Source: an optimization exercise on an open RTL-to-GDS flow (aim: small area and a short achievable clock period). Production flows keep margins and buffers that such runs may drop.
Function was checked by simulation only, so behaviour that the tests miss may differ from the original.
Power figures rest on the tool's default switching activity, not on a simulated workload.

==> run a <==
==> flow/design.v (excerpt) <==
module TopLevel (
    input  logic        clk, rst,
    output logic [31:0] imem_addr,
    input  logic [31:0] imem_rdata,
    output logic [31:0] dmem_addr,
    output logic [31:0] dmem_wdata,
    output logic [3:0]  dmem_wstrb,
    output logic        dmem_re,
    input  logic [31:0] dmem_rdata
);
==> module TopLevel, before the edit <==
module TopLevel (
    input  logic        clk, rst,
    output logic [31:0] imem_addr,
    input  logic [31:0] imem_rdata,
    output logic [31:0] dmem_addr,
    output logic [31:0] dmem_wdata,
    output logic [3:0]  dmem_wstrb,
    output logic        dmem_re,
    input  logic [31:0] dmem_rdata
);
  logic [31:0] ins;
  logic [4:0]  op, rs1a, rs2a, rda;
  logic [2:0]  f3;
  assign ins  = imem_rdata;
  assign op   = ins[6:2];
  assign f3   = ins[14:12];
  assign rs1a = ins[19:15];
  assign rs2a = ins[24:20];
  assign rda  = ins[11:7];
  logic is_load, is_store, is_branch, is_jal, is_jalr, is_lui, is_auipc;
  assign is_load   = ~op[4] & ~op[3] & ~op[2];    
  assign is_store  = ~op[4] &  op[3] & ~op[2];    
  assign is_branch =  op[4] & ~op[0];             
  assign is_jal    =  op[4] &  op[1];             
  assign is_jalr   =  op[4] &  op[0] & ~op[1];    
  assign is_lui    =  op[3] &  op[2] &  op[0];    
  assign is_auipc  = ~op[3] &  op[2] &  op[0];    
  logic reg_wr;
  assign reg_wr = ~is_store & ~is_branch;
  logic [31:0] immI, immU, immC;
  assign immI = {{20{ins[31]}}, ins[31:20]};
  assign immU = {ins[31:12], 12'b0};
  always_comb begin
    if (is_branch)   immC = {{20{ins[31]}}, ins[7], ins[30:25], ins[11:8], 1'b0};
    else if (is_jal) immC = {{12{ins[31]}}, ins[19:12], ins[20], ins[30:21], 1'b0};
    else             immC = immU;
  end
  logic [31:0] wd, wdg;
  logic [31:0] rfq [0:31];
  assign wdg    = rst ? 32'd0 : wd;
  assign rfq[0] = 32'd0;
  genvar gi;
  generate
    for (gi = 1; gi < 32; gi = gi + 1) begin : g_rf
      logic [31:0] q;
      always_ff @(posedge clk)
        if (rst | (reg_wr & (rda == gi))) q <= wdg;
      assign rfq[gi] = q;
    end
  endgenerate
  logic [31:0] rs1, rs2;
  always_comb begin
    rs1 = 32'd0;
    rs2 = 32'd0;
    for (int k = 1; k < 32; k++) begin
      rs1 = rs1 | (rfq[k] & {32{rs1a == k[4:0]}});
      rs2 = rs2 | (rfq[k] & {32{rs2a == k[4:0]}});
    end
  end
  logic [31:1] pc;
  logic [31:0] pc4, pcadd, npc;
  assign imem_addr = {pc, 1'b0};
  assign pc4       = {pc[31:2] + 30'd1, pc[1], 1'b0};
  assign pcadd     = {pc, 1'b0} + immC;
  logic [31:0] addr;
  assign addr = rs1 + {immI[31:5], is_store ? ins[11:7] : ins[24:20]};
  logic [31:0] opb, sum, shin, shr, shres, alu;
  logic        sub_en, carry, lt, ltu, eq, cond;
  assign opb    = op[3] ? rs2 : immI;                  
  assign sub_en = op[4] | f3[1] | (op[3] & ins[30]);
  assign {carry, sum} = {1'b0, rs1} + {1'b0, opb ^ {32{sub_en}}} + {32'd0, sub_en};
  assign ltu    = ~carry;
  assign lt     = (rs1[31] ^ opb[31]) ? rs1[31] : sum[31];
  assign eq     = (rs1 == rs2);
  always_comb
    if (f3[2]) cond = (f3[1] ? ltu : lt) ^ f3[0];
    else       cond = eq ^ f3[0];
  always_comb begin
    for (int k = 0; k < 32; k++) shin[k] = f3[2] ? rs1[k] : rs1[31-k];
  end
  assign shr = 32'($signed({f3[2] & ins[30] & rs1[31], shin}) >>> opb[4:0]);
  always_comb begin
    for (int k = 0; k < 32; k++) shres[k] = f3[2] ? shr[k] : shr[31-k];
  end
  always_comb
    case (f3)
      3'b000:  alu = sum;
      3'b001:  alu = shres;
      3'b010:  alu = {31'd0, lt};
      3'b011:  alu = {31'd0, ltu};
      3'b100:  alu = rs1 ^ opb;
      3'b101:  alu = shres;
      3'b110:  alu = rs1 | opb;
      default: alu = rs1 & opb;
    endcase
  logic [7:0]  lbyte;
  logic [15:0] lhalf;
  logic [31:0] ld;
  always_comb begin
    case (addr[1:0])
      2'b00:   lbyte = dmem_rdata[7:0];
      2'b01:   lbyte = dmem_rdata[15:8];
      2'b10:   lbyte = dmem_rdata[23:16];
      default: lbyte = dmem_rdata[31:24];
    endcase
    lhalf = addr[1] ? dmem_rdata[31:16] : dmem_rdata[15:0];
    if (f3[1])      ld = dmem_rdata;
    else if (f3[0]) ld = {{16{~f3[2] & lhalf[15]}}, lhalf};
    else            ld = {{24{~f3[2] & lbyte[7]}}, lbyte};
  end
  assign dmem_addr  = addr;
  assign dmem_re    = is_load;
  assign dmem_wdata = f3[1] ? rs2 : f3[0] ? {2{rs2[15:0]}} : {4{rs2[7:0]}};
  always_comb begin
    if (!is_store)  dmem_wstrb = 4'b0000;
    else if (f3[1]) dmem_wstrb = 4'b1111;
    else if (f3[0]) dmem_wstrb = addr[1] ? 4'b1100 : 4'b0011;
    else            dmem_wstrb = 4'b0001 << addr[1:0];
  end
  always_comb begin
    if (op[4])                wd = pc4;                   
    else if (~op[2])          wd = ld;                    
    else if (op[0])           wd = op[3] ? immU : pcadd;  
    else                      wd = alu;                   
  end
  always_comb begin
    if (is_jalr)                         npc = {addr[31:1], 1'b0};
    else if (is_jal | (is_branch & cond)) npc = pcadd;
    else                                 npc = pc4;
  end
  always_ff @(posedge clk)
    if (rst) pc <= 31'd0;
    else     pc <= npc[31:1];
endmodule
clock: 15.0 ns
lec_check: 0
cap_margin: 20
core_margin: 2
core_utilization: 40
setup_slack_margin: 5
slew_margin: 20
run.sh (not shown) runs the stock make flow with config.mk's settings and CLKGATE_MAP_FILE= SYNTH_SCRIPT=/design/flow/synth_recipe.tcl, a recipe that flattens the netlist after the stock synthesis.
==> inputs of run b, as changes to run a <==
- SETUP_SLACK_MARGIN: 5 -> not set
==> inputs of run c, as changes to run a <==
--- a/flow/design.v
+++ b/flow/design.v
@@ -1 +1,11 @@
+module rf_read_port (
+    input  logic [31:1]   sel,
+    input  logic [1023:32] d,
+    output logic [31:0]   q
+);
+  always_comb begin
+    q = 32'd0;
+    for (int k = 1; k < 32; k++) q = q | (d[32*k +: 32] & {32{sel[k]}});
+  end
+endmodule
 module TopLevel (
@@ -37,6 +47,5 @@
   end
-  logic [31:0] wd, wdg;
-  logic [31:0] rfq [0:31];
-  assign wdg    = rst ? 32'd0 : wd;
-  assign rfq[0] = 32'd0;
+  logic [31:0]    wd, wdg;
+  logic [1023:32] rff;
+  assign wdg = rst ? 32'd0 : wd;
   genvar gi;
@@ -47,14 +56,14 @@
         if (rst | (reg_wr & (rda == gi))) q <= wdg;
-      assign rfq[gi] = q;
+      assign rff[32*gi +: 32] = q;
     end
   endgenerate
+  logic [31:1] sel1, sel2;
+  always_comb
+    for (int k = 1; k < 32; k++) begin
+      sel1[k] = (rs1a == k[4:0]);
+      sel2[k] = (rs2a == k[4:0]);
+    end
   logic [31:0] rs1, rs2;
-  always_comb begin
-    rs1 = 32'd0;
-    rs2 = 32'd0;
-    for (int k = 1; k < 32; k++) begin
-      rs1 = rs1 | (rfq[k] & {32{rs1a == k[4:0]}});
-      rs2 = rs2 | (rfq[k] & {32{rs2a == k[4:0]}});
-    end
-  end
+  rf_read_port rp1 (.sel(sel1), .d(rff), .q(rs1));
+  rf_read_port rp2 (.sel(sel2), .d(rff), .q(rs2));
   logic [31:1] pc;
- SYNTH_HIERARCHICAL: not set -> 1
- SYNTH_MINIMUM_KEEP_SIZE: not set -> 0
==> qor summary <==
Outcome: run c no timing/DRC/antenna violations; run b no timing/DRC/antenna violations; run a no timing/DRC/antenna violations
Non-clk bufs: run c 530; run b 433; run a 638
Area share of the largest cell type after synthesis: run c 53.5%; run b 51.8%; run a 51.8%
Routed wire length: run c 255000 µm; run b 323000 µm; run a 330000 µm
Number of cells traversed by the worst hold path: run c 3; run b 2; run a 3
Number of detailed-routing iterations run before antenna repair: run c 7; run b 10; run a 12
Reported combinational group power: run c 2.56 mW; run b 2.45 mW; run a 2.74 mW
Seq group: run c 3.67 mW; run b 3.70 mW; run a 3.71 mW
Static leakage: run c 24.3 nW; run b 24.8 nW; run a 26.5 nW
Setup Buffers After CTS: run c 119; run b 0; run a 153
Final worst path period share: run c 70.5%; run b 94.9%; run a 73.2%
Sequential element share of the synthesized area: run c 54.6%; run b 52.8%; run a 52.8%
Met3 WL: run c 34500 µm; run b 56200 µm; run a 59400 µm
Setup slack of the most critical reg-to-reg path: run c 8.32 ns; run b 6.79 ns; run a 7.65 ns
Length in cells of the worst reg-to-reg path: run c 19; run b 24; run a 26
Internal power: run c 5.85 mW; run b 5.88 mW; run a 5.97 mW

==> port drivers added, routing unchanged <==
Ports are ideal in the flow. The routed layouts listed here were re-timed in OpenROAD. Step 1 assumes that a clkbuf_16 drives the clock port and a buf_2 every other input. Step 2 times the ports against the registers' clock, not the clock port: input delays grow and output delays shrink by t, the midpoint of the rising clock arrivals with the driver on. a / b / c = no drivers / after step 1 / after step 2; a / b = the first two.
run | shift t [ns] | setup WS [ns] | hold WS [ns]
run a | 0.821 | 4.022 / 3.901 / 3.901 | 0.844 / 0.844 / 0.844
run b | 0.792 | 0.766 / 0.720 / 0.720 | 0.828 / 0.828 / 0.828
run c | 0.785 | 4.421 / 4.381 / 4.270 | 0.706 / 0.706 / 0.706
After both steps every run listed still meets setup and hold. The setup slack of run c, which loses most, moves by -0.040 ns with the drivers and by -0.151 ns with both steps.
